From an optimization exercise on the open Yosys and OpenROAD flow, aimed at small area, a short achievable clock period and few clock cycles per item; shortcuts taken in it are not production practice. Where RTL was checked, it was by simulation tests only, not by an equivalence proof against the original. The RTL of runs 1 to 3 was laid out without a check of its function. Power figures rest on the tool's default switching activity, not on a simulated workload.

<file path="design/flow/flow/run.sh">
#!/bin/bash
# The standard layout, with every input and output port buffered by a
# sky130_fd_sc_hd__buf_1 instead of the resizer's default choice.
set -euo pipefail
bash standard.sh BUFFER_PORTS_ARGS="-buffer_cell sky130_fd_sc_hd__buf_1" ADDER_MAP_FILE= finish > standard.log 2>&1
</file>
<file path="design/flow/constraint.sdc">
create_clock -name core_clock -period 6.0 [get_ports {clk}]
set_input_delay 1.2000 -clock core_clock [delete_from_list [all_inputs] [get_ports {clk}]]
set_output_delay 1.2000 -clock core_clock [all_outputs]
set_load 0.01 [all_outputs]
</file>
<file path="design/flow/standard.sh">
#!/bin/bash
# synth_recipe.tcl (not shown) runs the flow's synth.tcl, then flattens the netlist and writes it again
# the make line also repeats each setting of config.mk as NAME=value (left out here)
make -C /OpenROAD-flow-scripts/flow DESIGN_CONFIG=/design/flow/config.mk WORK_HOME=/design/flow/orfs CLKGATE_MAP_FILE= SYNTH_SCRIPT=/design/flow/synth_recipe.tcl "${@:-finish}"
</file>
<file path="design/flow/design.v">
module single_divider (Clk, a_in, d_in, q_out, r_out);
input Clk;
input [7:0] a_in, d_in;
output [7:0] q_out, r_out;
wire [0:0] x0 = a_in[7:7];
wire [1:0] b_0;
wire [0:0] df_0;
assign b_0[0] = 1'b0;
assign df_0[0] = x0[0] ^ d_in[0] ^ b_0[0];
assign b_0[1] = (~x0[0] & d_in[0]) | (~(x0[0] ^ d_in[0]) & b_0[0]);
wire ge_0 = (d_in[7:1] == 0) && !b_0[1];
wire [0:0] r1 = ge_0 ? df_0 : x0;
wire [0:0] qq1 = {ge_0};
wire [6:0] aa1 = a_in[6:0];
wire [1:0] x1 = {r1, aa1[6:6]};
wire [2:0] b_1;
wire [1:0] df_1;
assign b_1[0] = 1'b0;
assign df_1[0] = x1[0] ^ d_in[0] ^ b_1[0];
assign b_1[1] = (~x1[0] & d_in[0]) | (~(x1[0] ^ d_in[0]) & b_1[0]);
assign df_1[1] = x1[1] ^ d_in[1] ^ b_1[1];
assign b_1[2] = (~x1[1] & d_in[1]) | (~(x1[1] ^ d_in[1]) & b_1[1]);
wire ge_1 = (d_in[7:2] == 0) && !b_1[2];
wire [1:0] r2 = ge_1 ? df_1 : x1;
wire [1:0] qq2 = {qq1, ge_1};
wire [5:0] aa2 = aa1[5:0];
wire [2:0] x2 = {r2, aa2[5:5]};
wire [3:0] b_2;
wire [2:0] df_2;
assign b_2[0] = 1'b0;
assign df_2[0] = x2[0] ^ d_in[0] ^ b_2[0];
assign b_2[1] = (~x2[0] & d_in[0]) | (~(x2[0] ^ d_in[0]) & b_2[0]);
assign df_2[1] = x2[1] ^ d_in[1] ^ b_2[1];
assign b_2[2] = (~x2[1] & d_in[1]) | (~(x2[1] ^ d_in[1]) & b_2[1]);
assign df_2[2] = x2[2] ^ d_in[2] ^ b_2[2];
assign b_2[3] = (~x2[2] & d_in[2]) | (~(x2[2] ^ d_in[2]) & b_2[2]);
wire ge_2 = (d_in[7:3] == 0) && !b_2[3];
wire [2:0] r3 = ge_2 ? df_2 : x2;
wire [2:0] qq3 = {qq2, ge_2};
wire [4:0] aa3 = aa2[4:0];
wire [3:0] x3 = {r3, aa3[4:4]};
wire [4:0] b_3;
wire [3:0] df_3;
assign b_3[0] = 1'b0;
assign df_3[0] = x3[0] ^ d_in[0] ^ b_3[0];
assign b_3[1] = (~x3[0] & d_in[0]) | (~(x3[0] ^ d_in[0]) & b_3[0]);
assign df_3[1] = x3[1] ^ d_in[1] ^ b_3[1];
assign b_3[2] = (~x3[1] & d_in[1]) | (~(x3[1] ^ d_in[1]) & b_3[1]);
assign df_3[2] = x3[2] ^ d_in[2] ^ b_3[2];
assign b_3[3] = (~x3[2] & d_in[2]) | (~(x3[2] ^ d_in[2]) & b_3[2]);
assign df_3[3] = x3[3] ^ d_in[3] ^ b_3[3];
assign b_3[4] = (~x3[3] & d_in[3]) | (~(x3[3] ^ d_in[3]) & b_3[3]);
wire ge_3 = (d_in[7:4] == 0) && !b_3[4];
wire [3:0] r4 = ge_3 ? df_3 : x3;
wire [3:0] qq4 = {qq3, ge_3};
wire [3:0] aa4 = aa3[3:0];
reg [3:0] r_p1;
always @(posedge Clk) r_p1 <= r4;
reg [3:0] a_p1;
always @(posedge Clk) a_p1 <= aa4;
reg [3:0] q_p1;
always @(posedge Clk) q_p1 <= qq4;
reg [7:0] d_p1;
always @(posedge Clk) d_p1 <= d_in;
wire [4:0] x4 = {r_p1, a_p1[3:3]};
wire [5:0] b_4;
wire [4:0] df_4;
assign b_4[0] = 1'b0;
assign df_4[0] = x4[0] ^ d_p1[0] ^ b_4[0];
assign b_4[1] = (~x4[0] & d_p1[0]) | (~(x4[0] ^ d_p1[0]) & b_4[0]);
assign df_4[1] = x4[1] ^ d_p1[1] ^ b_4[1];
assign b_4[2] = (~x4[1] & d_p1[1]) | (~(x4[1] ^ d_p1[1]) & b_4[1]);
assign df_4[2] = x4[2] ^ d_p1[2] ^ b_4[2];
assign b_4[3] = (~x4[2] & d_p1[2]) | (~(x4[2] ^ d_p1[2]) & b_4[2]);
assign df_4[3] = x4[3] ^ d_p1[3] ^ b_4[3];
assign b_4[4] = (~x4[3] & d_p1[3]) | (~(x4[3] ^ d_p1[3]) & b_4[3]);
assign df_4[4] = x4[4] ^ d_p1[4] ^ b_4[4];
assign b_4[5] = (~x4[4] & d_p1[4]) | (~(x4[4] ^ d_p1[4]) & b_4[4]);
wire ge_4 = (d_p1[7:5] == 0) && !b_4[5];
wire [4:0] r5 = ge_4 ? df_4 : x4;
wire [4:0] qq5 = {q_p1, ge_4};
wire [2:0] aa5 = a_p1[2:0];
wire [5:0] x5 = {r5, aa5[2:2]};
wire [6:0] b_5;
wire [5:0] df_5;
assign b_5[0] = 1'b0;
assign df_5[0] = x5[0] ^ d_p1[0] ^ b_5[0];
assign b_5[1] = (~x5[0] & d_p1[0]) | (~(x5[0] ^ d_p1[0]) & b_5[0]);
assign df_5[1] = x5[1] ^ d_p1[1] ^ b_5[1];
assign b_5[2] = (~x5[1] & d_p1[1]) | (~(x5[1] ^ d_p1[1]) & b_5[1]);
assign df_5[2] = x5[2] ^ d_p1[2] ^ b_5[2];
assign b_5[3] = (~x5[2] & d_p1[2]) | (~(x5[2] ^ d_p1[2]) & b_5[2]);
assign df_5[3] = x5[3] ^ d_p1[3] ^ b_5[3];
assign b_5[4] = (~x5[3] & d_p1[3]) | (~(x5[3] ^ d_p1[3]) & b_5[3]);
assign df_5[4] = x5[4] ^ d_p1[4] ^ b_5[4];
assign b_5[5] = (~x5[4] & d_p1[4]) | (~(x5[4] ^ d_p1[4]) & b_5[4]);
assign df_5[5] = x5[5] ^ d_p1[5] ^ b_5[5];
assign b_5[6] = (~x5[5] & d_p1[5]) | (~(x5[5] ^ d_p1[5]) & b_5[5]);
wire ge_5 = (d_p1[7:6] == 0) && !b_5[6];
wire [5:0] r6 = ge_5 ? df_5 : x5;
wire [5:0] qq6 = {qq5, ge_5};
wire [1:0] aa6 = aa5[1:0];
reg [5:0] r_p2;
always @(posedge Clk) r_p2 <= r6;
reg [1:0] a_p2;
always @(posedge Clk) a_p2 <= aa6;
reg [5:0] q_p2;
always @(posedge Clk) q_p2 <= qq6;
reg [7:0] d_p2;
always @(posedge Clk) d_p2 <= d_p1;
wire [6:0] x6 = {r_p2, a_p2[1:1]};
wire [7:0] b_6;
wire [6:0] df_6;
assign b_6[0] = 1'b0;
assign df_6[0] = x6[0] ^ d_p2[0] ^ b_6[0];
assign b_6[1] = (~x6[0] & d_p2[0]) | (~(x6[0] ^ d_p2[0]) & b_6[0]);
assign df_6[1] = x6[1] ^ d_p2[1] ^ b_6[1];
assign b_6[2] = (~x6[1] & d_p2[1]) | (~(x6[1] ^ d_p2[1]) & b_6[1]);
assign df_6[2] = x6[2] ^ d_p2[2] ^ b_6[2];
assign b_6[3] = (~x6[2] & d_p2[2]) | (~(x6[2] ^ d_p2[2]) & b_6[2]);
assign df_6[3] = x6[3] ^ d_p2[3] ^ b_6[3];
assign b_6[4] = (~x6[3] & d_p2[3]) | (~(x6[3] ^ d_p2[3]) & b_6[3]);
assign df_6[4] = x6[4] ^ d_p2[4] ^ b_6[4];
assign b_6[5] = (~x6[4] & d_p2[4]) | (~(x6[4] ^ d_p2[4]) & b_6[4]);
assign df_6[5] = x6[5] ^ d_p2[5] ^ b_6[5];
assign b_6[6] = (~x6[5] & d_p2[5]) | (~(x6[5] ^ d_p2[5]) & b_6[5]);
assign df_6[6] = x6[6] ^ d_p2[6] ^ b_6[6];
assign b_6[7] = (~x6[6] & d_p2[6]) | (~(x6[6] ^ d_p2[6]) & b_6[6]);
wire ge_6 = (d_p2[7:7] == 0) && !b_6[7];
wire [6:0] r7 = ge_6 ? df_6 : x6;
wire [6:0] qq7 = {q_p2, ge_6};
wire [0:0] aa7 = a_p2[0:0];
wire [7:0] x7 = {r7, aa7[0:0]};
wire [8:0] b_7;
wire [7:0] df_7;
assign b_7[0] = 1'b0;
assign df_7[0] = x7[0] ^ d_p2[0] ^ b_7[0];
assign b_7[1] = (~x7[0] & d_p2[0]) | (~(x7[0] ^ d_p2[0]) & b_7[0]);
assign df_7[1] = x7[1] ^ d_p2[1] ^ b_7[1];
assign b_7[2] = (~x7[1] & d_p2[1]) | (~(x7[1] ^ d_p2[1]) & b_7[1]);
assign df_7[2] = x7[2] ^ d_p2[2] ^ b_7[2];
assign b_7[3] = (~x7[2] & d_p2[2]) | (~(x7[2] ^ d_p2[2]) & b_7[2]);
assign df_7[3] = x7[3] ^ d_p2[3] ^ b_7[3];
assign b_7[4] = (~x7[3] & d_p2[3]) | (~(x7[3] ^ d_p2[3]) & b_7[3]);
assign df_7[4] = x7[4] ^ d_p2[4] ^ b_7[4];
assign b_7[5] = (~x7[4] & d_p2[4]) | (~(x7[4] ^ d_p2[4]) & b_7[4]);
assign df_7[5] = x7[5] ^ d_p2[5] ^ b_7[5];
assign b_7[6] = (~x7[5] & d_p2[5]) | (~(x7[5] ^ d_p2[5]) & b_7[5]);
assign df_7[6] = x7[6] ^ d_p2[6] ^ b_7[6];
assign b_7[7] = (~x7[6] & d_p2[6]) | (~(x7[6] ^ d_p2[6]) & b_7[6]);
assign df_7[7] = x7[7] ^ d_p2[7] ^ b_7[7];
assign b_7[8] = (~x7[7] & d_p2[7]) | (~(x7[7] ^ d_p2[7]) & b_7[7]);
wire ge_7 = 1'b1 && !b_7[8];
wire [7:0] r8 = ge_7 ? df_7 : x7;
wire [7:0] qq8 = {qq7, ge_7};
reg [7:0] r_p3;
always @(posedge Clk) r_p3 <= r8;
reg [7:0] q_p3;
always @(posedge Clk) q_p3 <= qq8;
assign q_out = q_p3;
assign r_out = r_p3;
endmodule
`timescale 1 ns / 100 ps
module Out_of_Order_divider (clk, rst, start, memory_write_complete, dd_addr, dd_data, qr_we, qr_addr, qr_data);
input clk, rst, start;
output memory_write_complete;
output [4:0] dd_addr;
input [15:0] dd_data;
output qr_we;
output [4:0] qr_addr;
output [15:0] qr_data;
reg [5:0] cnt;
reg run;
wire last = run && (cnt == 6'd34);
always @(posedge clk, posedge rst)
begin
  if (rst) begin
    cnt <= 6'd0;
    run <= 1'b0;
  end else if (last) begin
    cnt <= 6'd0;
    run <= 1'b0;
  end else if (start || run) begin
    cnt <= cnt + 6'd1;
    run <= 1'b1;
  end
end
wire [5:0] wcnt = cnt - 6'd3;
assign dd_addr = cnt[4:0];
assign qr_we = run && (cnt >= 6'd3);
assign qr_addr = wcnt[4:0];
assign memory_write_complete = last;
single_divider divider (.Clk(clk), .a_in(dd_data[15:8]), .d_in(dd_data[7:0]), .q_out(qr_data[15:8]), .r_out(qr_data[7:0]));
endmodule
</file>
<file path="design/flow/config.mk">
export PLATFORM = sky130hd
export DESIGN_NAME = Out_of_Order_divider
export DESIGN_NICKNAME = Out_of_Order_divider
export VERILOG_FILES = /design/flow/design.v
export SDC_FILE = /design/flow/constraint.sdc
export NUM_CORES = 4
export LEC_CHECK = 0
export CAP_MARGIN = 20
export CORE_MARGIN = 2
export CORE_UTILIZATION = 40
export PLACE_DENSITY = 0.6
export SETUP_SLACK_MARGIN = 2.5
export SLEW_MARGIN = 20
</file>
==> results of run 1 <==
cells by family after synthesis:
group                    Yosys count
adder cells (fa/ha/maj)            8
flip-flops                        65
AND/OR/NAND/NOR                  125
multiplexers                       4
XOR/XNOR                          50
AO/OA/AOI/OAI                    109
buffers and inverters             41
timing repair:
item | in CTS | in global routing
setup buffers | 14 | 9
setup endpoints to repair | 11 | 13
resized for setup | 34 | 41
pin swaps | 17 | 20
path summary, 6_finish.rpt:
| path | to | slack, ns | depth (start not counted) |
|---|---|---|---|
| min in group asynchronous | cnt[4]$_DFFE_PP0P_ | 0.77 | 2 |
| max | divider.r_p1[1]$_DFF_P_ | 2.48 | 13 |
| min reg2reg | divider.q_p2[3]$_DFF_P_ | 0.33 | 0 |
| max reg2reg | divider.r_p3[1]$_DFF_P_ | 2.51 | 14 |
| min | divider.q_p2[3]$_DFF_P_ | 0.33 | 0 |
| max in group asynchronous | cnt[2]$_DFFE_PP0P_ | 5.02 | 2 |
registers in the layout (all words and copies together), names as in the netlist:
signal	cells
divider.q_p2	6
divider.a_p2	2
divider.q_p1	4
divider.d_p2	8
cnt	6
divider.r_p1	4
divider.d_p1	8
divider.r_p3	8
run	1
divider.q_p3	8
divider.r_p2	6
divider.a_p1	4
cells in the final DEF (no fill, tap or decap), types with 3 or more instances in the layout:
cell type | netlist | final
nand3_1 | 12 | 11
buf_4 | 6 | 22
a21o_1 | 4 | 3
o21ai_0 | 16 | 12
a21boi_0 | 3 | 3
o211ai_1 | 5 | 5
buf_1 | 1 | 41
o31ai_1 | 6 | 4
maj3_1 | 7 | 6
and3_1 | 6 | 6
nor2_1 | 27 | 27
dfxtp_2 | 0 | 3
clkbuf_8 | 0 | 10
dfxtp_4 | 0 | 3
nand4_1 | 3 | 3
xnor2_2 | 1 | 5
a21oi_1 | 27 | 21
inv_1 | 22 | 22
nand2_2 | 0 | 5
a211oi_2 | 1 | 3
dfrtp_1 | 7 | 7
nand2b_1 | 7 | 7
dfxtp_1 | 58 | 52
xor2_1 | 15 | 14
a21oi_2 | 0 | 5
nor2b_1 | 13 | 11
or3_1 | 3 | 3
and2_1 | 7 | 7
buf_2 | 2 | 4
xnor2_1 | 34 | 30
nand2_1 | 28 | 23
a211oi_1 | 9 | 6
a2111oi_4 | 2 | 3
per-layer routing:
metal / vias up / wire length (um)
li1: 1554 / -
met1: 1487 / 3590
met2: 69 / 4160
met3: 18 / 314
met4: 0 / 173
met5: - / 0
critical path, cell delays in order:
cell and delay, ns:
buf_1 0.13, nor4_4 0.38, nand2_2 0.14, o22ai_2 0.20, a21oi_2 0.12, maj3_1 0.38, a221oi_2 0.31, nor3_2 0.10
nand2_1 0.14, a221oi_4 0.09, and3_1 0.19, a311oi_2 0.26, xnor2_1 0.14
metrics by stage:
step | total power [mW] | instance area [um^2]
after floorplan | 0.902 | 3620
after global placement | 0.983 | 3830
after detailed placement | 0.994 | 3830
after CTS | 1.41 | 4290
after global routing | 1.54 | 4570
final | 1.44 | 4570
area by class of cell:
type | count | area [um^2]
clock buffers | 10 | 138
clock inverters | 6 | 67.6
fillers | 822 | 4110
inverters | 23 | 88.8
multi-input cells | 296 | 2430
flip-flops and latches | 65 | 1350
well taps | 108 | 135
repair buffers | 69 | 358
power groups by stage:
stage / sequential, mW / clock (mW) / combinational, mW
final: 0.563 / 0.373 / 0.503
after global routing: 0.575 / 0.410 / 0.554
after CTS: 0.561 / 0.386 / 0.458
after detailed placement: 0.571 / 0 / 0.424
after global placement: 0.568 / 0 / 0.415
after floorplan: 0.560 / 0 / 0.342
==> run notes, run 1 <==
* Status: no timing/DRC/antenna violations
* GR peak layer: met2
* DR DRC count at 0
* Least-Margin Pin Slew at 0.566 ns
* Core Area at ~0.0087 mm^2
* Initial drt markers at 89
* Most used DFF post-synth: dfxtp_1
* DIE AREA at approximately 0.0097 mm^2
* Warnings from Yosys at 2
* Endpoints failing setup at 0
* Die H at 98.5 um
* P&R area growth vs syn at 27.9%
* Max Freq at ~280 MHz
* Synth Cell Area at approximately 0.0036 mm^2
* GR Util met2 at between 20 and 30%
* Tot GR Track Use at approximately 17%
* Synth top area cells: dfxtp_1, xnor2_1, dfrtp_1
* TritonRoute pass-1 iters at 4
* EDFF count, synth at 0
* Post-DR wirelength/cell at 14.3 um
* Final HPWL DP at approximately 5700 um
* Final GP Congestion at between 0.9 and 1
* Final wirelength at ~8000 um
* Fraction of registers with async set/reset at 10.8%
* Synth area leader: dfxtp_1
* Clock sink total at 65
* Initial Util at between 40 and 50%
* Hold Slack at between 0.3 and 0.4 ns
* Setup slack after layout at about 2.5 ns
* # IOs at 47
* Worst hold path type: flop to flop
* Unique cell type count in the Yosys netlist at just over 70
* Hold Fails Final Rpt at 0
* CTS Hold Bufs at 0
* Flop pwr share at 39.1%
* FP Rows at 34
* Worst setup SP type: input port
* Yosys top cell area share at 32.5%
* Xor and xnor area share after synthesis at approximately 12%
* Leakage power at between 1.5 and 2 nW
* Logic pwr share at 35.0%
* P_sw at 0.518 mW
* Non-Filler Instances at around 580
* Most common cell in the netlist: dfxtp_1
* Worst IR Drop VDD at 0.125 mV
* Clock Latency Late Sink at approximately 0.34 ns
* Final net count at between 400 and 500
* Reg-to-Reg Start: divider.d_p2[4]$_DFF_P_
* Antenna violations before repair at 0
* Syn Nets at about 420
* Sequential area share after synthesis at 37.4%
* Met3 Resource Use GR at just over 4%
* Worst Setup SP: dd_data[4]
* Share of cells above drive strength 1 at between 20% and 30%
* Inst Count DP at 538
* Number of global-route vias before repair at approximately 2900
* Worst min-delay path startpoint: divider.q_p1[1]$_DFF_P_
* Met1 Resource Use GR at between 10% and 20%
* PD cells at 315 mW/mm^2
* Max-Slew Margin vs Limit at around three fifths
* CP Class: input port to flop
* Sw frac at 36.1%
* Overflow after GRT at 0
* CP max FO at 5
* H-tree lvl count at 3
* Routed Antenna Nets at 0
* Port-buffer cells at 46
* Max clock buf depth at 2
* CTS root buf: clkbuf_8
* Count of state elements after synthesis at 65
* Inserted Diodes at 0
* Clock transition at path regs at ~0.070 ns
* Chip width at 98.5 um
* Mux cell area share after synthesis at under 10%
* P_int at just over 0.9 mW
* Setup tns final at 0 ns
* Post-synth top cells: dfxtp_1, xnor2_1, nand2_1
* Simple-gate share of the synthesized area at 18.8%
* Global-route wire length before repair at approximately 13000 um
* Slew Viols, Final at 0
* Routed via count at roughly 3100
* Critical Path Sink Type: flop
* WP data arrival at 3.79 ns
* Synth Area in Adders at roughly 2.3%
* Max Cap Viol at 0
* RSZ-0062 raised after global routing: true
* Tcrit/Tclk final at approximately three fifths
* Syn avg cell area at roughly 8.9 um^2
* Post-Route Utilization at 52.7%
* Power share of the clock group at around a quarter
* Mapped Cells at between 400 and 500
* DP Worst Slack at around 1.8 ns
* Largest family of logic cells by synthesized area: compound AO/OA/AOI/OAI gates
* Largest net degree at the start of global routing at 18
* Minimum clock period at approximately 3.5 ns
* Post-Route Skew at 0.00797 ns
* CP Data Required Time at ~6.3 ns
* Vias per cell at 5.42
* TritonCTS clock tree: built
* Cts bufs inserted at 9
* Synth Area in Compound Gates at a little under a quarter
==> inputs of run 2 (changes only) <==
--- a/design/flow/design.v
+++ b/design/flow/design.v
@@ -170,24 +170,19 @@
 output [4:0] qr_addr;
 output [15:0] qr_data;
 reg [5:0] cnt;
-reg run;
-wire last = run && (cnt == 6'd34);
+wire last = cnt[5] && (cnt[1:0] == 2'd2);
 always @(posedge clk, posedge rst)
 begin
-  if (rst) begin
+  if (rst)
     cnt <= 6'd0;
-    run <= 1'b0;
-  end else if (last) begin
+  else if (last)
     cnt <= 6'd0;
-    run <= 1'b0;
-  end else if (start || run) begin
+  else if (start || cnt != 6'd0)
     cnt <= cnt + 6'd1;
-    run <= 1'b1;
-  end
 end
 wire [5:0] wcnt = cnt - 6'd3;
 assign dd_addr = cnt[4:0];
-assign qr_we = run && (cnt >= 6'd3);
+assign qr_we = (cnt >= 6'd3);
 assign qr_addr = wcnt[4:0];
 assign memory_write_complete = last;
 single_divider divider (.Clk(clk), .a_in(dd_data[15:8]), .d_in(dd_data[7:0]), .q_out(qr_data[15:8]), .r_out(qr_data[7:0]));
==> design/flow/flow/run.sh (replaced) <==
#!/bin/bash
set -euo pipefail
bash standard.sh BUFFER_PORTS_ARGS="-buffer_cell sky130_fd_sc_hd__buf_1" ADDER_MAP_FILE= CTS_ARGS="-sink_clustering_enable -repair_clock_nets -dont_use_dummy_load" finish > standard.log 2>&1
--- a/design/flow/config.mk
+++ b/design/flow/config.mk
@@ -5,9 +5,10 @@
 export SDC_FILE = /design/flow/constraint.sdc
 export NUM_CORES = 4
 export LEC_CHECK = 0
+export ABC_AREA = 1
 export CAP_MARGIN = 20
 export CORE_MARGIN = 2
 export CORE_UTILIZATION = 40
 export PLACE_DENSITY = 0.6
-export SETUP_SLACK_MARGIN = 2.5
+export SETUP_SLACK_MARGIN = 2.8
 export SLEW_MARGIN = 20
==> run notes, run 2 <==
* WP buf/inv at 12
* Die H at 91.3 um
* Initial drt markers at just under 80
* WHS Endpoint: divider.a_p2[1]$_DFF_P_
* Worst r2r dst: divider.r_p3[4]$_DFF_P_
* Hold Slack at 0.327 ns
* Status: no timing/DRC/antenna violations
* DIE AREA at around 0.0083 mm^2
* Cell Chain, Critical Path: buf_8, nor4_4, nand2_2, nor2_4, nand2_2, o21ai_2, inv_2, buf_4, buf_4, buf_4, buf_4, buf_4, buf_4, buf_4, buf_4, buf_4, buf_4, o2111ai_1, nand2_1
* Core Area at roughly 0.0073 mm^2
* PD cells at 317 mW/mm^2
* Leakage power at 1.94 nW
* Max Freq at around 300 MHz
* Area of the multi-input gates at ~0.0016 mm^2
* Setup tns final at 0 ns
* CTS root buf: clkbuf_8
* Unique cell type count in the Yosys netlist at 40
* Syn Nets at around 430
* Worst setup SP type: input port
* Yosys top cell area share at around two fifths
* Final GP Congestion at between 0.7 and 0.8
* Worst IR Drop VDD at about 0.16 mV
* H-tree lvl count at 3
* Routed via count at 2718
* R2r setup slk at around 3 ns
* Initial Util at a little over two fifths
* CP Data Required Time at roughly 6.2 ns
* Post-DR wirelength/cell at ~11 um
* Final net count at roughly 520
* Clock sink total at 64
* Mux cell area share after synthesis at 0%
* Max clock buf depth at 2
* Final wirelength at ~6300 um
* Hold Crit Depth at 0
* Share of cells above drive strength 1 at between 20% and 30%
* Leading cell type in the layout, fill and taps excluded: nand2_1
* Minimum clock period at about 3.4 ns
* DR DRC count at 0
* Chip width at roughly 91 um
* CP max FO at 5
* Tot GR Track Use at 15.7%
* Overflow after GRT at 0
* Synth area leader: dfxtp_1
* Routed met2 length at approximately 3000 um
* RSZ-0062 raised after global routing: true
* Simple-gate share of the synthesized area at 34.2%
* CP Class: input port to flop
* Most frequent cells in the layout: nand2_1, dfxtp_1, inv_1
* TritonCTS clock tree: built
* Syn avg cell area at roughly 7.4 um^2
* Inserted Diodes at 0
* Worst hold path type: flop to flop
* Warnings from Yosys at 2
* Inst Count DP at approximately 550
* Post-Route Skew at roughly 0.013 ns
* FP Rows at 31
* Final HPWL DP at 4340 um
* Mapped Cells at slightly above 400
* Top routing layer used: met4
* Max-Slew Margin vs Limit at 61.6%
* P&R area growth vs syn at 26.9%
* Least-Margin Pin Slew at 0.577 ns
* Endpoints failing setup at 0
* Routed Antenna Nets at 0
* Clock Latency Late Sink at between 0.3 and 0.4 ns
* Largest net degree at the start of global routing at 15
* Post-synth top cells: nand2_1, dfxtp_1, inv_1
* CTS Hold Bufs at 0
* Non-Filler Instances at 599
* Fraction of registers with async set/reset at 9.38%
* Worst min-delay path startpoint: divider.a_p1[1]$_DFF_P_
* Sequential cell area at about 0.0013 mm^2
* CP max stage delay at a little over 0.3 ns
* Met3 wire len at roughly 240 um
* Synth Area in Adders at less than 1%
* Critical Path Sink Type: flop
* Most used DFF post-synth: dfxtp_1
* Port-buffer cells at 46
* Synth top area cells: dfxtp_1, nand2_1, inv_1
* Clock transition at path regs at ~0.06 ns
* Worst path most repeated cell: buf_4
* Worst path top cell family by delay: buffers and inverters
* Antenna violations before repair at 0
* Reg-to-Reg Start: divider.d_p2[2]$_DFF_P_
* R2R depth at 28
* Cts bufs inserted at 9
* Global-route wire length before repair at about 11000 um
* Synth Area in Compound Gates at under 10%
* TritonRoute pass-1 iters at 4
* Slew Viols, Final at 0
* Max Cap Viol at 0
* Number of global-route vias before repair at ~2600
* Tcrit/Tclk final at about 56%
* Most common cell in the netlist: nand2_1
* WP data arrival at between 3 and 4 ns
* Xor and xnor area share after synthesis at 6.03%
* Sequential area share after synthesis at between 40 and 50%
* Hold Fails Final Rpt at 0
* EDFF count, synth at 0
* Synth Cell Area at ~0.003 mm^2
* Worst path slowest cell: nor4_4
* DRT met1 WL at between 2000 and 3000 um
* # fillers at between 700 and 800
* # IOs at 47
* Largest family of logic cells by synthesized area: simple AND/OR/NAND/NOR gates
* Count of state elements after synthesis at 64
* Vias per cell at around 4.5
## run 2: worst max path at each step
| stage | cells past startpoint | slack [ns] | end | from |
|---|---|---|---|---|
| floorplan | 24 | 2.61 | divider.r_p1[1]$_DFF_P_ | dd_data[4] |
| global placement | 25 | 2.28 | divider.r_p1[1]$_DFF_P_ | dd_data[4] |
| detailed placement | 25 | 2.18 | divider.r_p1[0]$_DFF_P_ | dd_data[4] |
| CTS | 25 | 2.71 | divider.r_p1[0]$_DFF_P_ | dd_data[7] |
| global route | 22 | 2.50 | divider.r_p1[0]$_DFF_P_ | dd_data[6] |
| finish | 19 | 2.65 | divider.r_p1[3]$_DFF_P_ | dd_data[6] |
## run 2: logic make-up (layout without fill, tap and decap cells)
logic type	after synthesis	count (layout)
and+or+nand+nor	230	230
buffers and inverters	66	152
DFF	64	64
AOI/OAI and AO/OA	31	31
xor gates and xnor gates	21	21
adders and majority gates	2	2
## run 2: layout make-up
cell class / count / share of cell area, %
flip-flops and latches: 64 / 34.1
inverters: 60 / 5.82
well taps: 99 / 3.20
clock buffers: 9 / 3.20
multi-input cells: 284 / 41.4
repair buffers: 83 / 12.3
## run 2: metrics by stage
| stage | utilization [%] | power (mW) | setup WS, ns | cell area (um^2) |
|---|---|---|---|---|
| after floorplan | - | 0.839 | 2.61 | 3070 |
| after global placement | 45.3 | 0.909 | 2.28 | 3320 |
| after detailed placement | 45.3 | 0.916 | 2.18 | 3320 |
| after CTS | 49.9 | 1.20 | 2.71 | 3660 |
| after global routing | 52.8 | 1.33 | 2.50 | 3870 |
| final | 52.8 | 1.23 | 2.65 | 3870 |
## run 2: metal layers
| metal | vias up | track usage [%] |
|---|---|---|
| li1 | 1453 | - |
| met1 | 1202 | 19.4 |
| met5 | - | 0 |
| met4 | 0 | 7.07 |
| met3 | 13 | 4.23 |
| met2 | 50 | 25.4 |
## run 2: repair_timing
item / CTS / global route
setup endpoints to repair: 5 / 21
pin swaps: 11 / 24
gates resized for setup: 11 / 38
setup buffers: 23 / 14
## run 2: worst register-to-register path: cells and delay by family, from the launching register on
family,cells,cell delay (ns)
and+or+nand+nor,22,1.60
AOI/OAI and AO/OA,2,0.32
DFF,1,0.36
buffers and inverters,3,0.36
xor gates and xnor gates,1,0.18
## run 2: report_power, final
group          internal, mW  switching (mW)  leakage [nW]
registers             0.488          0.0421         0.556
clock network         0.133           0.138        0.0647
logic                 0.171           0.256          1.31
total                 0.793           0.436          1.94
==> inputs of run 3 (changes only) <==
--- a/design/flow/design.v
+++ b/design/flow/design.v
@@ -130,35 +130,21 @@
 wire [6:0] r7 = ge_6 ? df_6 : x6;
 wire [6:0] qq7 = {q_p2, ge_6};
 wire [0:0] aa7 = a_p2[0:0];
-wire [7:0] x7 = {r7, aa7[0:0]};
-wire [8:0] b_7;
-wire [7:0] df_7;
-assign b_7[0] = 1'b0;
-assign df_7[0] = x7[0] ^ d_p2[0] ^ b_7[0];
-assign b_7[1] = (~x7[0] & d_p2[0]) | (~(x7[0] ^ d_p2[0]) & b_7[0]);
-assign df_7[1] = x7[1] ^ d_p2[1] ^ b_7[1];
-assign b_7[2] = (~x7[1] & d_p2[1]) | (~(x7[1] ^ d_p2[1]) & b_7[1]);
-assign df_7[2] = x7[2] ^ d_p2[2] ^ b_7[2];
-assign b_7[3] = (~x7[2] & d_p2[2]) | (~(x7[2] ^ d_p2[2]) & b_7[2]);
-assign df_7[3] = x7[3] ^ d_p2[3] ^ b_7[3];
-assign b_7[4] = (~x7[3] & d_p2[3]) | (~(x7[3] ^ d_p2[3]) & b_7[3]);
-assign df_7[4] = x7[4] ^ d_p2[4] ^ b_7[4];
-assign b_7[5] = (~x7[4] & d_p2[4]) | (~(x7[4] ^ d_p2[4]) & b_7[4]);
-assign df_7[5] = x7[5] ^ d_p2[5] ^ b_7[5];
-assign b_7[6] = (~x7[5] & d_p2[5]) | (~(x7[5] ^ d_p2[5]) & b_7[5]);
-assign df_7[6] = x7[6] ^ d_p2[6] ^ b_7[6];
-assign b_7[7] = (~x7[6] & d_p2[6]) | (~(x7[6] ^ d_p2[6]) & b_7[6]);
-assign df_7[7] = x7[7] ^ d_p2[7] ^ b_7[7];
-assign b_7[8] = (~x7[7] & d_p2[7]) | (~(x7[7] ^ d_p2[7]) & b_7[7]);
-wire ge_7 = 1'b1 && !b_7[8];
-wire [7:0] r8 = ge_7 ? df_7 : x7;
-wire [7:0] qq8 = {qq7, ge_7};
-reg [7:0] r_p3;
-always @(posedge Clk) r_p3 <= r8;
-reg [7:0] q_p3;
-always @(posedge Clk) q_p3 <= qq8;
-assign q_out = q_p3;
-assign r_out = r_p3;
+reg [6:0] r_p3;
+always @(posedge Clk) r_p3 <= r7;
+reg [0:0] a_p3;
+always @(posedge Clk) a_p3 <= aa7;
+reg [6:0] q_p3;
+always @(posedge Clk) q_p3 <= qq7;
+reg [7:0] d_p3;
+always @(posedge Clk) d_p3 <= d_p2;
+wire [7:0] x7 = {r_p3, a_p3[0:0]};
+wire ge_7_1 = 1'b1 && (x7 >= d_p3[7:0]);
+wire [7:0] df_7_1 = x7 - d_p3[7:0];
+wire [7:0] r8 = ge_7_1 ? df_7_1 : x7;
+wire [7:0] qq8 = {q_p3, ge_7_1};
+assign q_out = qq8;
+assign r_out = r8;
 endmodule
 `timescale 1 ns / 100 ps
 module Out_of_Order_divider (clk, rst, start, memory_write_complete, dd_addr, dd_data, qr_we, qr_addr, qr_data);
==> run notes, run 3 <==
* Setup tns final at 0 ns
* DR DRC count at 0
* Syn avg cell area at 7.71 um^2
* Non-Filler Cell Area, Final at 0.00407 mm^2
* Slew Viols, Final at 0
* Worst path slowest cell: dfxtp_2
* Inserted Diodes at 0
* Global-route wire length before repair at between 10000 and 15000 um
* Largest net degree at the start of global routing at 13
* Syn Nets at approximately 450
* Critical Path Sink Type: output port
* Synth Area in Adders at less than 1%
* Tcrit/Tclk final at a little over 60%
* Number of global-route vias before repair at approximately 2500
* Simple-gate share of the synthesized area at a little under a third
* Minimum clock period at 3.71 ns
* Max Freq at 270 MHz
* Synth top area cells: dfxtp_1, nand2_1, inv_1
* Most common cell in the netlist: nand2_1
* Antenna violations before repair at 0
* Synth Area in Compound Gates at 8.15%
* Post-synth top cells: nand2_1, dfxtp_1, inv_1
* Sequential area share after synthesis at 44.0%
* Worst hold path type: flop to flop
* Clock sink total at 71
* Clock transition at path regs at 0.07 ns
* Mux cell area share after synthesis at 0%
* Most used DFF post-synth: dfxtp_1
* Core Area at slightly above 0.008 mm^2
* Warnings from Yosys at 2
* CP max stage delay at 0.32 ns
* Hold Fails Final Rpt at 0
* Routed via count at 2708
* Met3 wire len at approximately 150 um
* Cell Chain, Critical Path: inv_2, or2_4, nand2_4, o21ai_4, a21oi_2, inv_2, a21oi_2, o21bai_2, a211o_1, o211ai_1, buf_4, o21ai_4, o21ai_2, o21ai_2, buf_2
* TritonCTS clock tree: built
* Max clock buf depth at 2
* Inst Count DP at ~570
* Setup slack after layout at roughly 2.3 ns
* Routed Antenna Nets at 0
* Max Cap Viol at 0
* Fraction of registers with async set/reset at between 8 and 9%
* Yosys top cell area share at between 30% and 40%
* Worst setup SP type: flop
* Die H at between 90 and 100 um
* Clock Latency Late Sink at 0.33 ns
* CP Class: flop to output port
* Synth area leader: dfxtp_1
* Largest regs: divider.d_p1: 8 flops, divider.d_p2: 8 flops, divider.d_p3: 8 flops
* Status: no timing/DRC/antenna violations
* Endpoints failing setup at 0
* CTS root buf: clkbuf_8
* # fillers at 808
* # IOs at 47
* Leakage power at about 2 nW
* Share of cells above drive strength 1 at approximately 25%
* Largest family of logic cells by synthesized area: simple AND/OR/NAND/NOR gates
* CP max FO at 8
* Unique cell type count in the Yosys netlist at 43
* Non-Filler Instances at between 600 and 700
* TritonRoute pass-1 iters at 4
* Top routing layer used: met4
* Leading cell type in the layout, fill and taps excluded: nand2_1
* Final net count at 520
* Final HPWL DP at roughly 4400 um
* Vias per cell at between 4 and 5
* CP Data Required Time at between 4 and 5 ns
* Least-Margin Pin Slew at approximately 0.58 ns
* Synth Cell Area at 0.00330 mm^2
* Chip width at roughly 95 um
* Xor and xnor area share after synthesis at 7.66%
* Mapped Cells at about 430
* Cts bufs inserted at 9
* Port-buffer cells at 46
* Final wirelength at just over 6000 um
* DRT met1 WL at around 2500 um
* FP Rows at 33
* CTS Hold Bufs at 0
* Max-Slew Margin vs Limit at around three fifths
* RSZ-0062 raised after global routing: true
* P&R area growth vs syn at 23.3%
* Initial drt markers at between 90 and 100
* Post-DR wirelength/cell at 10.1 um
* WP data arrival at between 2 and 3 ns
* Worst IR Drop VDD at 0.0917 mV
* PD cells at 325 mW/mm^2
* Initial Util at between 40% and 50%
* Count of state elements after synthesis at 71
* Most frequent cells in the layout: nand2_1, dfxtp_1, inv_1
* Routed met2 length at about 3300 um
* Overflow after GRT at 0
* Post-Route Skew at between 0.015 and 0.02 ns
* H-tree lvl count at 3
* Final GP Congestion at roughly 0.86
* DP Worst Slack at approximately 2.5 ns
* DIE AREA at around 0.009 mm^2
* Post-DP Area at approximately 0.0036 mm^2
* EDFF count, synth at 0
* Tot GR Track Use at between 10 and 15%
[run 3: cell count changes in the layout (fill, tap and decap cells not counted), moves of 7 or more]
cell and change:
buf_4 -14, nand2_1 -28, inv_1 +12, nor2_1 +10, nand3_1 -7, buf_1 -9, dfxtp_1 +12
[run 3: final timing paths]
| check | start | end | slack (ns) | depth (start not counted) |
|---|---|---|---|---|
| worst max-delay path | divider.r_p3[0]$_DFF_P_ | qr_data[0] | 2.29 | 15 |
| worst min-delay path | divider.q_p1[0]$_DFF_P_ | divider.q_p2[2]$_DFF_P_ | 0.31 | 0 |
| worst max register to register | divider.d_p1[0]$_DFF_P_ | divider.r_p2[3]$_DFF_P_ | 3.69 | 23 |
| worst min register to register | divider.q_p1[0]$_DFF_P_ | divider.q_p2[2]$_DFF_P_ | 0.31 | 0 |
| max in group asynchronous | rst | cnt[4]$_DFFE_PP0P_ | 5.06 | 2 |
| min in group asynchronous | rst | cnt[3]$_DFFE_PP0P_ | 0.74 | 2 |
[run 3: repair_timing]
item	in CTS	in global routing
gates cloned	1	0
setup buffers	12	10
gates resized for setup	19	38
endpoints found under the setup margin	9	14
pin swaps	5	17
[run 3: worst max-delay path: cells and delay by family, from the launching register on]
kind / cells / cell delay (ns)
compound gates: 9 / 1.14
flops: 1 / 0.32
buf+inv: 4 / 0.40
simple gates: 2 / 0.31
[run 3: final cells by class]
| cell class | instances | area (um^2) | area share (%) |
|---|---|---|---|
| repair buffers | 68 | 368 | 9.04 |
| well taps | 105 | 131 | 3.23 |
| inverters | 67 | 251 | 6.18 |
| multi-input cells | 284 | 1740 | 42.8 |
| clock buffers | 9 | 124 | 3.04 |
| flip-flops and latches | 71 | 1450 | 35.7 |
[run 3: cell families (layout without fill, tap and decap cells)]
| family | count (synthesis) | after routing |
|---|---|---|
| compound gates | 42 | 43 |
| xor+xnor | 28 | 28 |
| fa+ha+maj | 1 | 1 |
| buf+inv | 74 | 144 |
| flops | 71 | 71 |
| simple gates | 212 | 212 |
[run 3: power breakdown]
group          leakage [nW]  internal, mW  switching, mW
Sequential            0.615         0.527         0.0407
Combinational          1.32         0.204          0.277
Clock                0.0647         0.133          0.139
Total                  2.00         0.865          0.457
[run 3: per-stage QoR]
step	power [mW]	hold slack (ns)	utilization, %
2_1_floorplan	0.909	0.310	-
3_3_place_gp	0.970	0.312	44.4
3_5_place_dp	0.981	0.312	44.4
4_1_cts	1.30	0.313	47.8
5_1_grt	1.42	0.315	50.3
6_report	1.32	0.314	50.3
[run 3: per-layer routing]
metal	GRT usage, %	up-vias
met1	14.9	1210
li1	-	1464
met5	0	-
met3	4.07	7
met4	5.80	0
met2	26.9	27
==> inputs of run 4 (changes only) <==
--- a/design/flow/design.v
+++ b/design/flow/design.v
@@ -156,19 +156,24 @@
 output [4:0] qr_addr;
 output [15:0] qr_data;
 reg [5:0] cnt;
-wire last = cnt[5] && (cnt[1:0] == 2'd2);
+reg run;
+wire last = run && (cnt == 6'd34);
 always @(posedge clk, posedge rst)
 begin
-  if (rst)
+  if (rst) begin
     cnt <= 6'd0;
-  else if (last)
+    run <= 1'b0;
+  end else if (last) begin
     cnt <= 6'd0;
-  else if (start || cnt != 6'd0)
+    run <= 1'b0;
+  end else if (start || run) begin
     cnt <= cnt + 6'd1;
+    run <= 1'b1;
+  end
 end
 wire [5:0] wcnt = cnt - 6'd3;
 assign dd_addr = cnt[4:0];
-assign qr_we = (cnt >= 6'd3);
+assign qr_we = run && (cnt >= 6'd3);
 assign qr_addr = wcnt[4:0];
 assign memory_write_complete = last;
 single_divider divider (.Clk(clk), .a_in(dd_data[15:8]), .d_in(dd_data[7:0]), .q_out(qr_data[15:8]), .r_out(qr_data[7:0]));
==> design/flow/flow/run.sh (replaced) <==
#!/bin/bash
# The standard layout, with every input and output port buffered by a
# sky130_fd_sc_hd__buf_1 instead of the resizer's default choice.
set -euo pipefail
bash standard.sh BUFFER_PORTS_ARGS="-buffer_cell sky130_fd_sc_hd__buf_1" ADDER_MAP_FILE= finish > standard.log 2>&1
--- a/design/flow/config.mk
+++ b/design/flow/config.mk
@@ -5,10 +5,8 @@
 export SDC_FILE = /design/flow/constraint.sdc
 export NUM_CORES = 4
 export LEC_CHECK = 0
-export ABC_AREA = 1
 export CAP_MARGIN = 20
 export CORE_MARGIN = 2
 export CORE_UTILIZATION = 40
 export PLACE_DENSITY = 0.6
-export SETUP_SLACK_MARGIN = 2.8
 export SLEW_MARGIN = 20
==> run notes, run 4 <==
* Cell Chain, Critical Path: nor2b_1, maj3_2, maj3_2, maj3_2, maj3_2, a21oi_2, maj3_1, maj3_4, nand2_1, xnor2_1, buf_1
* CTS Hold Bufs at 0
* Warnings from Yosys at 2
* Endpoints failing setup at 0
* Synth Cell Area at ~0.0033 mm^2
* Routed via count at between 2000 and 2500
* Inserted Diodes at 0
* Routed Antenna Nets at 0
* Cts bufs inserted at 9
* Mux cell area share after synthesis at 0.635%
* Final HPWL DP at approximately 4400 um
* Antenna violations before repair at 0
* WP buf/inv at 1
* Hold Slack at roughly 0.33 ns
* Worst hold path type: flop to flop
* Simple-gate share of the synthesized area at about 18%
* Max-Slew Margin vs Limit at 61.2%
* Final wirelength at about 5700 um
* Max Freq at approximately 230 MHz
* TritonCTS clock tree: built
* Largest net degree at the start of global routing at 15
* Largest regs: divider.d_p1: 8 flops, divider.d_p2: 8 flops, divider.d_p3: 8 flops
* Most common cell in the netlist: dfxtp_1
* Hold Fails Final Rpt at 0
* Non-Filler Instances at a little over 500
* Largest family of logic cells by synthesized area: simple AND/OR/NAND/NOR gates
* Final GP Congestion at between 0.8 and 0.9
* Syn Nets at approximately 380
* Post-Route Skew at slightly below 0.006 ns
* RSZ-0062 raised after global routing: false
* Post-CTS resize count at 0
* Sequential area share after synthesis at between 40 and 50%
* Max Cap Viol at 0
* PD cells at roughly 350 mW/mm^2
* Worst path top cell family by delay: adder cells
* CTS root buf: clkbuf_8
* Inst Count DP at between 400 and 500
* Post-DR wirelength/cell at about 11 um
* Synth Area in Compound Gates at between 10% and 20%
* Xor and xnor area share after synthesis at about an eighth
* Post-CTS setup buffers at 0
* Yosys top cell area share at 38.9%
* Leading cell type in the layout, fill and taps excluded: dfxtp_1
* Syn avg cell area at slightly above 9 um^2
* Max clock buf depth at 2
* Worst path slowest cell: maj3_2
* Worst IR Drop VDD at roughly 0.13 mV
* Total power at between 1 and 1.5 mW
* TritonRoute pass-1 iters at 4
* Number of global-route vias before repair at roughly 2200
* # IOs at 47
* Fraction of registers with async set/reset at under 10%
* DR DRC count at 0
* Count of state elements after synthesis at just over 70
* Share of cells above drive strength 1 at between 10% and 20%
* Synth top area cells: dfxtp_1, xnor2_1, dfrtp_1
* CP max FO at 7
* Tot GR Track Use at ~14%
* Clock transition at path regs at approximately 0.08 ns
* Leakage power at approximately 1.5 nW
* Chip width at roughly 95 um
* DIE AREA at approximately 0.009 mm^2
* EDFF count, synth at 0
* Critical Path Sink Type: output port
* Clock sink total at 72
* DP Worst Slack at 1.95 ns
* Non-Filler Cell Area, Final at about 0.0038 mm^2
* P&R area growth vs syn at 13.4%
* Minimum clock period at 4.38 ns
* Post-synth top cells: dfxtp_1, xnor2_1, nand2_1
* Final net count at around 420
* Synth area leader: dfxtp_1
* Overflow after GRT at 0
* Most frequent cells in the layout: dfxtp_1, buf_1, xnor2_1
* R2R depth at 10
* Least-Margin Pin Slew at 0.577 ns
* Most used DFF post-synth: dfxtp_1
* Unique cell type count in the Yosys netlist at between 60 and 70
* Vias per cell at around 4.9
* Worst path most repeated cell: maj3_2
* Hold Crit Depth at 0
* FP Rows at 33
* Post-DP Area at around 0.0036 mm^2
* Global-route wire length before repair at between 9000 and 10000 um
* WP data arrival at roughly 3.2 ns
* Post-Route Utilization at between 40% and 50%
* H-tree lvl count at 3
* Setup slack after layout at 1.62 ns
* Setup tns final at 0 ns
* Stages on the worst setup path at 11
* Mapped Cells at around 360
* Die H at between 90 and 100 um
* CP max stage delay at 0.34 ns
* Port-buffer cells at 46
* CP Class: flop to output port
* Tcrit/Tclk final at about 73%
* Clock Latency Late Sink at around 0.34 ns
* Synth Area in Adders at roughly 4.3%
* CP Data Required Time at about 4.8 ns
* Initial Util at just over 40%
* Initial drt markers at 140
* Core Area at between 0.008 and 0.009 mm^2
* Status: no timing/DRC/antenna violations
* Slew Viols, Final at 0
* Worst setup SP type: flop
run 4: report_power, final:
part | leakage (nW) | switching [mW] | internal (mW)
sequential | 0.623 | 0.0646 | 0.531
combinational | 0.728 | 0.177 | 0.147
clock | 0.108 | 0.183 | 0.239
run 4: path summary, 6_finish.rpt:
check                                                to               startpoint  slack, ns
worst max-delay path                         qr_data[0]  divider.d_p3[0]$_DFF_P_       1.62
worst min-delay path            divider.q_p3[3]$_DFF_P_  divider.q_p2[2]$_DFF_P_       0.33
worst max register to register  divider.r_p2[5]$_DFF_P_  divider.d_p1[0]$_DFF_P_       3.03
worst min register to register  divider.q_p3[3]$_DFF_P_  divider.q_p2[2]$_DFF_P_       0.33
max in group asynchronous            cnt[2]$_DFFE_PP0P_                      rst       5.06
min in group asynchronous            cnt[0]$_DFFE_PP0P_                      rst       0.74
run 4: cell families (layout without fill, tap and decap cells):
logic type / count (synthesis) / in the layout
simple gates: 118 / 118
mux: 2 / 2
buf+inv: 41 / 89
compound gates: 62 / 62
xor+xnor: 51 / 51
fa+ha+maj: 13 / 13
flops: 72 / 72
run 4: layer usage:
| metal | wire, um | vias to the layer above | GRT usage (%) |
|---|---|---|---|
| met2 | 2780 | 51 | 23.2 |
| met1 | 2530 | 1133 | 15.8 |
| met3 | 245 | 11 | 3.79 |
| met4 | 127 | 0 | 6.43 |
| met5 | 0 | - | 0 |
| li1 | - | 1302 | - |
run 4: area by class of cell:
cell class / count / area (um^2)
fillers: 812 / 4380
multi-input cells: 246 / 1690
flip-flops and latches: 72 / 1480
repair buffers: 46 / 173
well taps: 105 / 131
clock buffers: 9 / 124
clock inverters: 7 / 104
inverters: 27 / 101
Testbench counts of run 4, summed over its fixed seeds: cycles 6,720, jobs 192.
==> inputs of run 5 (changes only) <==
--- a/design/flow/config.mk
+++ b/design/flow/config.mk
@@ -9,4 +9,5 @@
 export CORE_MARGIN = 2
 export CORE_UTILIZATION = 40
 export PLACE_DENSITY = 0.6
+export SETUP_SLACK_MARGIN = 2.5
 export SLEW_MARGIN = 20
==> run notes, run 5 <==
* Warnings from Yosys at 2
* RSZ-0062 raised after global routing: true
* Sequential cell area at 0.00148 mm^2
* Syn avg cell area at just over 9 um^2
* DP Worst Slack at approximately 2.0 ns
* TritonCTS clock tree: built
* Area of the multi-input gates at ~0.0018 mm^2
* Overflow after GRT at 0
* FP Rows at 33
* CP Data Required Time at between 4 and 5 ns
* Fraction of registers with async set/reset at under 10%
* Inserted Diodes at 0
* # IOs at 47
* Largest regs: divider.d_p1: 8 flops, divider.d_p2: 8 flops, divider.d_p3: 8 flops
* DR DRC count at 0
* Final net count at between 400 and 500
* Final wirelength at 6120 um
* Setup slack after layout at 1.78 ns
* Worst IR Drop VDD at 0.121 mV
* H-tree lvl count at 3
* Synth Cell Area at about 0.0033 mm^2
* Cts bufs inserted at 9
* Inst Count DP at just under 500
* Most frequent cells in the layout: dfxtp_1, buf_1, xnor2_1, inv_1, nand2_1
* Clock Latency Late Sink at 0.33 ns
* CTS root buf: clkbuf_8
* CP max stage delay at between 0.3 and 0.4 ns
* Post-DP Area at roughly 0.0037 mm^2
* Max Freq at around 240 MHz
* Worst path most repeated cell: maj3_2
* TritonRoute pass-1 iters at 4
* Sequential area share after synthesis at 44.1%
* Yosys top cell area share at 38.9%
* Count of state elements after synthesis at roughly 70
* Non-Filler Cell Area, Final at a little over 0.004 mm^2
* P&R area growth vs syn at 23.0%
* Leading cell type in the layout, fill and taps excluded: dfxtp_1
* Syn Nets at between 300 and 400
* Hold Fails Final Rpt at 0
* Max clock buf depth at 2
* Final HPWL DP at between 4000 and 5000 um
* Endpoints failing setup at 0
* Most used DFF post-synth: dfxtp_1
* Routed via count at 2560
* Post-Route Skew at a little under 0.006 ns
* Mapped Cells at between 300 and 400
* Number of global-route vias before repair at ~2400
* Vias per cell at just under 5
* Post-Route Utilization at around 50%
* Initial Util at 41.0%
* Total power at 1.40 mW
* Worst hold path type: flop to flop
* Slew Viols, Final at 0
* Final GP Congestion at around 0.89
* Setup tns final at 0 ns
* Status: no timing/DRC/antenna violations
* Share of cells above drive strength 1 at around 23%
* Clock sink total at 72
* Least-Margin Pin Slew at between 0.5 and 0.6 ns
* Worst setup SP type: flop
* Hold Slack at 0.327 ns
* Die H at ~95 um
* CP max FO at 7
* WP data arrival at between 3 and 4 ns
* Tot GR Track Use at 14.3%
* # fillers at ~780
* Leakage power at ~1.7 nW
* Most common cell in the netlist: dfxtp_1
* DIE AREA at just over 0.009 mm^2
* Synth area leader: dfxtp_1
* WP buf/inv at 1
* Max Cap Viol at 0
* Worst path slowest cell: maj3_2
* Largest net degree at the start of global routing at 14
* Cell Chain, Critical Path: nor2b_4, maj3_2, maj3_2, maj3_2, maj3_2, a21oi_2, maj3_2, maj3_4, nand2_2, xnor2_2, buf_2
* CP Class: flop to output port
* Critical Path Sink Type: output port
* Minimum clock period at 4.22 ns
* Post-synth top cells: dfxtp_1, xnor2_1, nand2_1
* Clock transition at path regs at ~0.070 ns
* EDFF count, synth at 0
* Chip width at roughly 95 um
* Unique cell type count in the Yosys netlist at 62
* Non-Filler Instances at ~530
* Initial drt markers at about 190
* Global-route wire length before repair at between 10000 and 15000 um
* Core Area at approximately 0.0082 mm^2
* Worst path top cell family by delay: adder cells
* PD cells at roughly 340 mW/mm^2
* CTS Hold Bufs at 0
* Synth top area cells: dfxtp_1, xnor2_1, dfrtp_1
* Max-Slew Margin vs Limit at between 60 and 70%
* Tcrit/Tclk final at 70.4%
* Antenna violations before repair at 0
* Post-DR wirelength/cell at 11.6 um
* Routed Antenna Nets at 0
* Port-buffer cells at 46
## run 5: final cells by class
class / instances / share of cell area, %
Inverter: 27 / 2.46
Multi-Input combinational cell: 247 / 44.7
Tap cell: 105 / 3.19
Clock buffer: 11 / 3.68
Sequential cell: 72 / 35.9
Timing Repair Buffer: 62 / 8.08
Clock inverter: 5 / 1.91
## run 5: path summary, 6_finish.rpt
kind	from	endpoint	slack (ns)	cells after the start
worst max-delay path	divider.d_p3[0]$_DFF_P_	qr_data[5]	1.78	11
worst min-delay path	divider.a_p2[0]$_DFF_P_	divider.a_p3$_DFF_P_	0.33	0
worst max register to register	divider.d_p1[0]$_DFF_P_	divider.r_p2[5]$_DFF_P_	3.08	10
worst min register to register	divider.a_p2[0]$_DFF_P_	divider.a_p3$_DFF_P_	0.33	0
max in group asynchronous	rst	cnt[5]$_DFFE_PP0P_	5.03	2
min in group asynchronous	rst	cnt[4]$_DFFE_PP0P_	0.76	2
## run 5: cell families after synthesis
logic type / after synthesis / share of synthesized area (%)
xor gates and xnor gates: 51 / 13.3
muxes: 2 / 0.635
buffers and inverters: 41 / 5.53
and+or+nand+nor: 118 / 18.1
DFF: 72 / 44.1
AOI/OAI and AO/OA: 62 / 14.0
adders and majority gates: 13 / 4.30
## run 5: power by group
group,switching [mW],internal (mW)
Sequential,0.0679,0.531
Clock,0.166,0.256
Combinational,0.195,0.189
Total,0.429,0.976
## run 5: routing by layer
metal	track usage (%)	vias to the layer above	wire length [um]	part of all wire [%]
met3	4.51	7	210	3.4
li1	-	1336	-	-
met5	0	-	0	0
met1	16.1	1178	2630	43
met2	25.1	39	3180	52
met4	5.60	0	87	1.4
## run 5: timing repair
item | 4_1_cts | 5_1_grt
cloned | 0 | 1
pin swaps | 14 | 13
setup endpoints to repair | 12 | 13
buffers inserted | 12 | 4
gates resized for setup | 17 | 23
==> inputs of run 6 (changes only) <==
--- a/design/flow/config.mk
+++ b/design/flow/config.mk
@@ -9,5 +9,5 @@
 export CORE_MARGIN = 2
 export CORE_UTILIZATION = 40
 export PLACE_DENSITY = 0.6
-export SETUP_SLACK_MARGIN = 2.5
+export SETUP_SLACK_MARGIN = 2.0
 export SLEW_MARGIN = 20
==> run notes, run 6 <==
* Status: no timing/DRC/antenna violations
* Mapped Cells at ~360
* Flop pwr share at between 40% and 50%
* Post-synth top cells: dfxtp_1, xnor2_1, nand2_1
* Worst min-delay path startpoint: divider.q_p2[2]$_DFF_P_
* Most common cell in the netlist: dfxtp_1
* Most used DFF post-synth: dfxtp_1
* Cell Chain, Critical Path: nor2b_4, maj3_2, maj3_2, maj3_2, maj3_2, a21oi_2, maj3_2, maj3_4, nand2_2, xnor2_2, buf_2
* Synth Area in Compound Gates at 14.0%
* Slew Viols, Final at 0
* Synth top area cells: dfxtp_1, xnor2_1, dfrtp_1
* WHS Endpoint: divider.q_p3[3]$_DFF_P_
* EDFF count, synth at 0
* Leading cell type in the layout, fill and taps excluded: dfxtp_1
* H-tree lvl count at 3
* Final HPWL DP at around 4400 um
* Syn avg cell area at just over 9 um^2
* Most frequent cells in the layout: dfxtp_1, buf_1, nand2_1, xnor2_1, inv_1
* Worst path most repeated cell: maj3_2
* Routed via count at 2536
* Yosys top cell area share at about two fifths
* Worst path slowest cell: maj3_2
* Inserted Diodes at 0
* Final wirelength at slightly below 6000 um
* Fraction of registers with async set/reset at under 10%
* Synth area leader: dfxtp_1
* Final net count at around 430
* DR DRC count at 0
* Global-route wire length before repair at approximately 9800 um
* Max clock buf depth at 2
* Post-Route Skew at slightly above 0.006 ns
* Largest net degree at the start of global routing at 15
* DP Worst Slack at slightly below 2 ns
* Tot GR Track Use at between 10 and 15%
* TritonCTS clock tree: built
* CP Class: flop to output port
* P&R area growth vs syn at 18.4%
* Number of global-route vias before repair at about 2200
* R2r setup slk at roughly 3 ns
* CP Data Required Time at about 4.8 ns
* Endpoints failing setup at 0
* Xor and xnor area share after synthesis at approximately an eighth
* Post-DR wirelength/cell at approximately 11 um
* Worst IR Drop VDD at about 0.13 mV
* Cts bufs inserted at 9
* Synth Area in Adders at 4.30%
* TritonRoute pass-1 iters at 4
* Port-buffer cells at between 40 and 50
* Worst hold path type: flop to flop
* Count of state elements after synthesis at ~70
* CP max FO at 7
* Clock sink total at 72
* Setup tns final at 0 ns
* Largest family of logic cells by synthesized area: simple AND/OR/NAND/NOR gates
* Routed Antenna Nets at 0
* Power share of the clock group at 30.3%
* Worst setup SP type: flop
* Simple-gate share of the synthesized area at a little under a fifth
* # IOs at 47
* PD cells at 351 mW/mm^2
* Total power at about 1.4 mW
* Non-Filler Cell Area, Final at a little under 0.004 mm^2
* P_int at approximately 0.95 mW
* Syn Nets at 378
* Warnings from Yosys at 2
* WP buf/inv at 1
* Inst Count DP at 496
* R2R depth at 10
* CP max stage delay at 0.34 ns
* Reg-to-Reg Start: divider.d_p1[0]$_DFF_P_
* Initial drt markers at 110
* Clock Latency Late Sink at about 0.34 ns
* Sequential area share after synthesis at between 40% and 50%
* CTS root buf: clkbuf_8
* Core Area at roughly 0.008 mm^2
* Post-DP Area at ~0.0036 mm^2
* Critical Path Sink Type: output port
* Share of cells above drive strength 1 at 17.2%
* Mux cell area share after synthesis at less than 1%
* P_sw at about 0.44 mW
* Hold Slack at roughly 0.33 ns
* WP data arrival at just over 3 ns
* Least-Margin Pin Slew at 0.593 ns
* Largest regs: divider.d_p1: 8 flops, divider.d_p2: 8 flops, divider.d_p3: 8 flops
* Hold Crit Depth at 0
* Hold Fails Final Rpt at 0
* DIE AREA at between 0.009 and 0.01 mm^2
* Tcrit/Tclk final at between 70 and 80%
* Final GP Congestion at around 0.87
* Post-Route Utilization at 48.5%
* RSZ-0062 raised after global routing: true
* Minimum clock period at around 4.2 ns
* Logic pwr share at between 20 and 30%
* Synth Cell Area at 0.00335 mm^2
* Antenna violations before repair at 0
* Max Freq at 235 MHz
* Chip width at between 90 and 100 um
* Die H at approximately 95 um
* FP Rows at 33
* Worst path top cell family by delay: adder cells
* Leakage power at between 1.5 and 2 nW
* Overflow after GRT at 0
* Vias per cell at roughly 4.8
* Max Cap Viol at 0
* Non-Filler Instances at about 520
* Unique cell type count in the Yosys netlist at 62
* Max-Slew Margin vs Limit at roughly three fifths
* Initial Util at 41.0%
* Clock transition at path regs at 0.08 ns
* Sw frac at approximately a third
* Worst r2r dst: divider.r_p2[5]$_DFF_P_
* Setup slack after layout at 1.75 ns
-- run 6: final cells by class --
type / instances / area (um^2)
fill: 799 / 4210
clock buffer: 9 / 124
inverter: 27 / 101
sequential: 72 / 1480
multi-input combinational: 246 / 1730
clock inverter: 7 / 104
tap: 105 / 131
timing repair buffer: 58 / 292
-- run 6: worst reg2reg max path, delay by kind of cell, from the launching register on --
family	cells	cell delay (ns)
AO/OA/AOI/OAI	6	1.46
adder cells (fa/ha/maj)	2	0.67
flip-flops	1	0.39
AND/OR/NAND/NOR	1	0.17
XOR/XNOR	1	0.13
-- run 6: cells by family after synthesis --
family | Yosys count
DFF | 72
AOI/OAI and AO/OA | 62
and+or+nand+nor | 118
buffers and inverters | 41
xor gates and xnor gates | 51
muxes | 2
adders and majority gates | 13
-- run 6: routing by layer --
layer  vias to the layer above  wire, um  global-route usage, %
met2                        42      2930                   24.2
met5                         -         0                      0
met3                         9       203                   3.79
met1                      1158      2670                   15.7
li1                       1327         -                      -
met4                         0       119                   6.43
-- run 6: repair_timing --
item,CTS,global route
hold endpoints to repair,0,0
endpoints found under the setup margin,9,9
hold buffers,0,0
pin swaps,10,12
gates cloned,0,0
setup buffers,9,3
resized for setup,20,6
-- run 6: power groups by stage --
stage / registers, mW / logic, mW / clock network, mW
after global routing: 0.607 / 0.417 / 0.451
after CTS: 0.596 / 0.357 / 0.435
after floorplan: 0.583 / 0.286 / 0
after detailed placement: 0.607 / 0.327 / 0
after global placement: 0.604 / 0.322 / 0
final: 0.597 / 0.375 / 0.422
-- run 6: how the worst max path moves through the flow --
stage                            startpoint         end  depth (start not counted)
finish              divider.d_p3[0]$_DFF_P_  qr_data[5]                         11
global placement    divider.d_p3[0]$_DFF_P_  qr_data[1]                         11
floorplan           divider.d_p3[0]$_DFF_P_  qr_data[0]                         10
global route        divider.d_p3[0]$_DFF_P_  qr_data[5]                         11
detailed placement  divider.d_p3[0]$_DFF_P_  qr_data[0]                         11
CTS                 divider.d_p3[0]$_DFF_P_  qr_data[0]                         11
==> inputs of run 7 (changes only) <==
==> design/flow/flow/run.sh (replaced) <==
#!/bin/bash
# Layout flow: the standard layout (standard.sh: ORFS from synthesis to
# finish) with two changes to how the layout is made:
#  - synthesis leaves the adders to ABC (ADDER_MAP_FILE empty, so no full- or
#    half-adder cells are extracted) and ABC restructures the divider's borrow
#    chains for delay; the registers come out exactly as in the standard run;
#  - every input and output port is buffered by a sky130_fd_sc_hd__buf_1.
# The tools' full output goes to standard.log; ORFS keeps its per-step logs
# under orfs/logs.
set -euo pipefail
bash standard.sh BUFFER_PORTS_ARGS="-buffer_cell sky130_fd_sc_hd__buf_1" ADDER_MAP_FILE= finish > standard.log 2>&1
--- a/design/flow/config.mk
+++ b/design/flow/config.mk
@@ -9,5 +9,4 @@
 export CORE_MARGIN = 2
 export CORE_UTILIZATION = 40
 export PLACE_DENSITY = 0.6
-export SETUP_SLACK_MARGIN = 2.0
 export SLEW_MARGIN = 20
==> run notes, run 7 <==
* EDFF count, synth at 0
* Setup tns final at 0 ns
* Sequential area share after synthesis at between 40 and 50%
* Synth top area cells: dfxtp_1, xnor2_1, dfrtp_1
* Post-Route Utilization at a little under half
* Initial drt markers at 140
* Clock Latency Late Sink at around 0.34 ns
* Routed via count at ~2500
* Max-Slew Margin vs Limit at approximately 60%
* WP data arrival at 3.18 ns
* Core Area at 0.00818 mm^2
* Unique cell type count in the Yosys netlist at between 60 and 70
* TritonCTS clock tree: built
* Leading cell type in the layout, fill and taps excluded: dfxtp_1
* Final net count at 421
* CTS Hold Bufs at 0
* P&R area growth vs syn at 13.4%
* Worst path most repeated cell: maj3_2
* Hold Fails Final Rpt at 0
* H-tree lvl count at 3
* Max Cap Viol at 0
* Port-buffer cells at 46
* Worst hold path type: flop to flop
* Count of state elements after synthesis at 72
* Number of global-route vias before repair at around 2200
* Post-Route Skew at ~0.0059 ns
* Clock sink total at 72
* Met3 Resource Use GR at under 10%
* Worst path slowest cell: maj3_2
* DIE AREA at ~0.0091 mm^2
* Minimum clock period at 4.38 ns
* Final GP Congestion at roughly 0.87
* Least-Margin Pin Slew at 0.577 ns
* Met1 Resource Use GR at around 16%
* Antenna violations before repair at 0
* Tot GR Track Use at a little over an eighth
* Syn avg cell area at between 9 and 10 um^2
* Post-DR wirelength/cell at ~11 um
* Fraction of registers with async set/reset at roughly 9.7%
* Clock transition at path regs at around 0.080 ns
* CP max stage delay at between 0.3 and 0.4 ns
* FP Rows at 33
* Syn Nets at 378
* Final wirelength at 5690 um
* Slew Viols, Final at 0
* RSZ-0062 raised after global routing: false
* Final HPWL DP at 4410 um
* Max clock buf depth at 2
* Most used DFF post-synth: dfxtp_1
* Tcrit/Tclk final at between 70% and 80%
* Chip width at approximately 95 um
* TritonRoute pass-1 iters at 4
* CP Data Required Time at approximately 4.8 ns
* Most frequent cells in the layout: dfxtp_1, buf_1, xnor2_1
* Synth area leader: dfxtp_1
* Mapped Cells at 359
* Vias per cell at ~4.9
* Critical Path Sink Type: output port
* Largest net degree at the start of global routing at 15
* Leakage power at ~1.5 nW
* Post-CTS resize count at 0
* Share of cells above drive strength 1 at between 10% and 20%
* CP max FO at 7
* Overflow after GRT at 0
* Worst IR Drop VDD at 0.126 mV
* Most common cell in the netlist: dfxtp_1
* Cts bufs inserted at 9
* Post-synth top cells: dfxtp_1, xnor2_1, nand2_1
* Initial Util at between 40% and 50%
* Endpoints failing setup at 0
* CP Class: flop to output port
* Routed Antenna Nets at 0
* Setup slack after layout at approximately 1.6 ns
* Yosys top cell area share at around two fifths
* Largest regs: divider.d_p1: 8 flops, divider.d_p2: 8 flops, divider.d_p3: 8 flops
* Worst setup SP type: flop
* GR Util met2 at a little under a quarter
* Die H at around 95 um
* # IOs at 47
* Status: no timing/DRC/antenna violations
* Warnings from Yosys at 2
* Hold Slack at 0.329 ns
* R2r setup slk at just over 3 ns
* Inserted Diodes at 0
* DR DRC count at 0
* Global-route wire length before repair at a little under 10000 um
* Cell Chain, Critical Path: nor2b_1, maj3_2, maj3_2, maj3_2, maj3_2, a21oi_2, maj3_1, maj3_4, nand2_1, xnor2_1, buf_1
* GR peak layer: met2
* Post-CTS setup buffers at 0
* Synth Cell Area at ~0.0033 mm^2
* DP Worst Slack at approximately 2.0 ns
* Total power at around 1.3 mW
* PD cells at around 350 mW/mm^2
* CTS root buf: clkbuf_8
* Max Freq at approximately 230 MHz
[run 7: cell counts after synthesis]
Identical to the previous run, type by type.
[run 7: area by class of cell]
| class | count | area (um^2) |
|---|---|---|
| well taps | 105 | 131 |
| flip-flops and latches | 72 | 1480 |
| repair buffers | 46 | 173 |
| clock buffers | 9 | 124 |
| multi-input cells | 246 | 1690 |
| clock inverters | 7 | 104 |
| inverters | 27 | 101 |
| fillers | 812 | 4380 |
[run 7: logic make-up after synthesis]
kind of cell | count (synthesis) | share of synthesized area [%]
AOI/OAI and AO/OA | 62 | 14.0
buffers and inverters | 41 | 5.53
muxes | 2 | 0.635
DFF | 72 | 44.1
and+or+nand+nor | 118 | 18.1
xor gates and xnor gates | 51 | 13.3
adders and majority gates | 13 | 4.30
[run 7: report_power, final]
group	leakage, nW	switching (mW)	internal, mW
logic	0.728	0.177	0.147
clock network	0.108	0.183	0.239
registers	0.623	0.0646	0.531
[run 7: critical path: cells and delay by family, from the launching register on]
kind	cells	cell delay [ns]
AOI/OAI and AO/OA	1	0.18
xor gates and xnor gates	1	0.13
adders and majority gates	6	1.81
buffers and inverters	1	0.17
DFF	1	0.31
and+or+nand+nor	2	0.23
[run 7: routing by layer]
| metal | share of wire [%] | up-vias |
|---|---|---|
| li1 | - | 1302 |
| met1 | 45 | 1133 |
| met2 | 49 | 51 |
| met3 | 4.3 | 11 |
| met4 | 2.2 | 0 |
| met5 | 0 | - |
[run 7: through the flow]
| step | instance area [um^2] | instances |
|---|---|---|
| after CTS | 3800 | 512 |
| final | 3800 | 512 |
| after floorplan | 3350 | 359 |
| after detailed placement | 3570 | 496 |
| after global routing | 3800 | 512 |
| after global placement | 3570 | 496 |
[run 7: path summary, 6_finish.rpt]
path	cells after the start	endpoint	startpoint
setup / recovery	11	qr_data[0]	divider.d_p3[0]$_DFF_P_
hold / removal	0	divider.q_p3[3]$_DFF_P_	divider.q_p2[2]$_DFF_P_
setup reg to reg	10	divider.r_p2[5]$_DFF_P_	divider.d_p1[0]$_DFF_P_
hold reg to reg	0	divider.q_p3[3]$_DFF_P_	divider.q_p2[2]$_DFF_P_
max in group asynchronous	2	cnt[2]$_DFFE_PP0P_	rst
min in group asynchronous	2	cnt[0]$_DFFE_PP0P_	rst

Re-timed with assumed drivers on the ports (clkbuf_16 on the clock, buf_2 on other inputs), run 7 has 1.589 ns of setup slack against 1.618 ns with ideal ports, and 1.958 ns once port delays also move by the mid clock arrival of 0.369 ns.
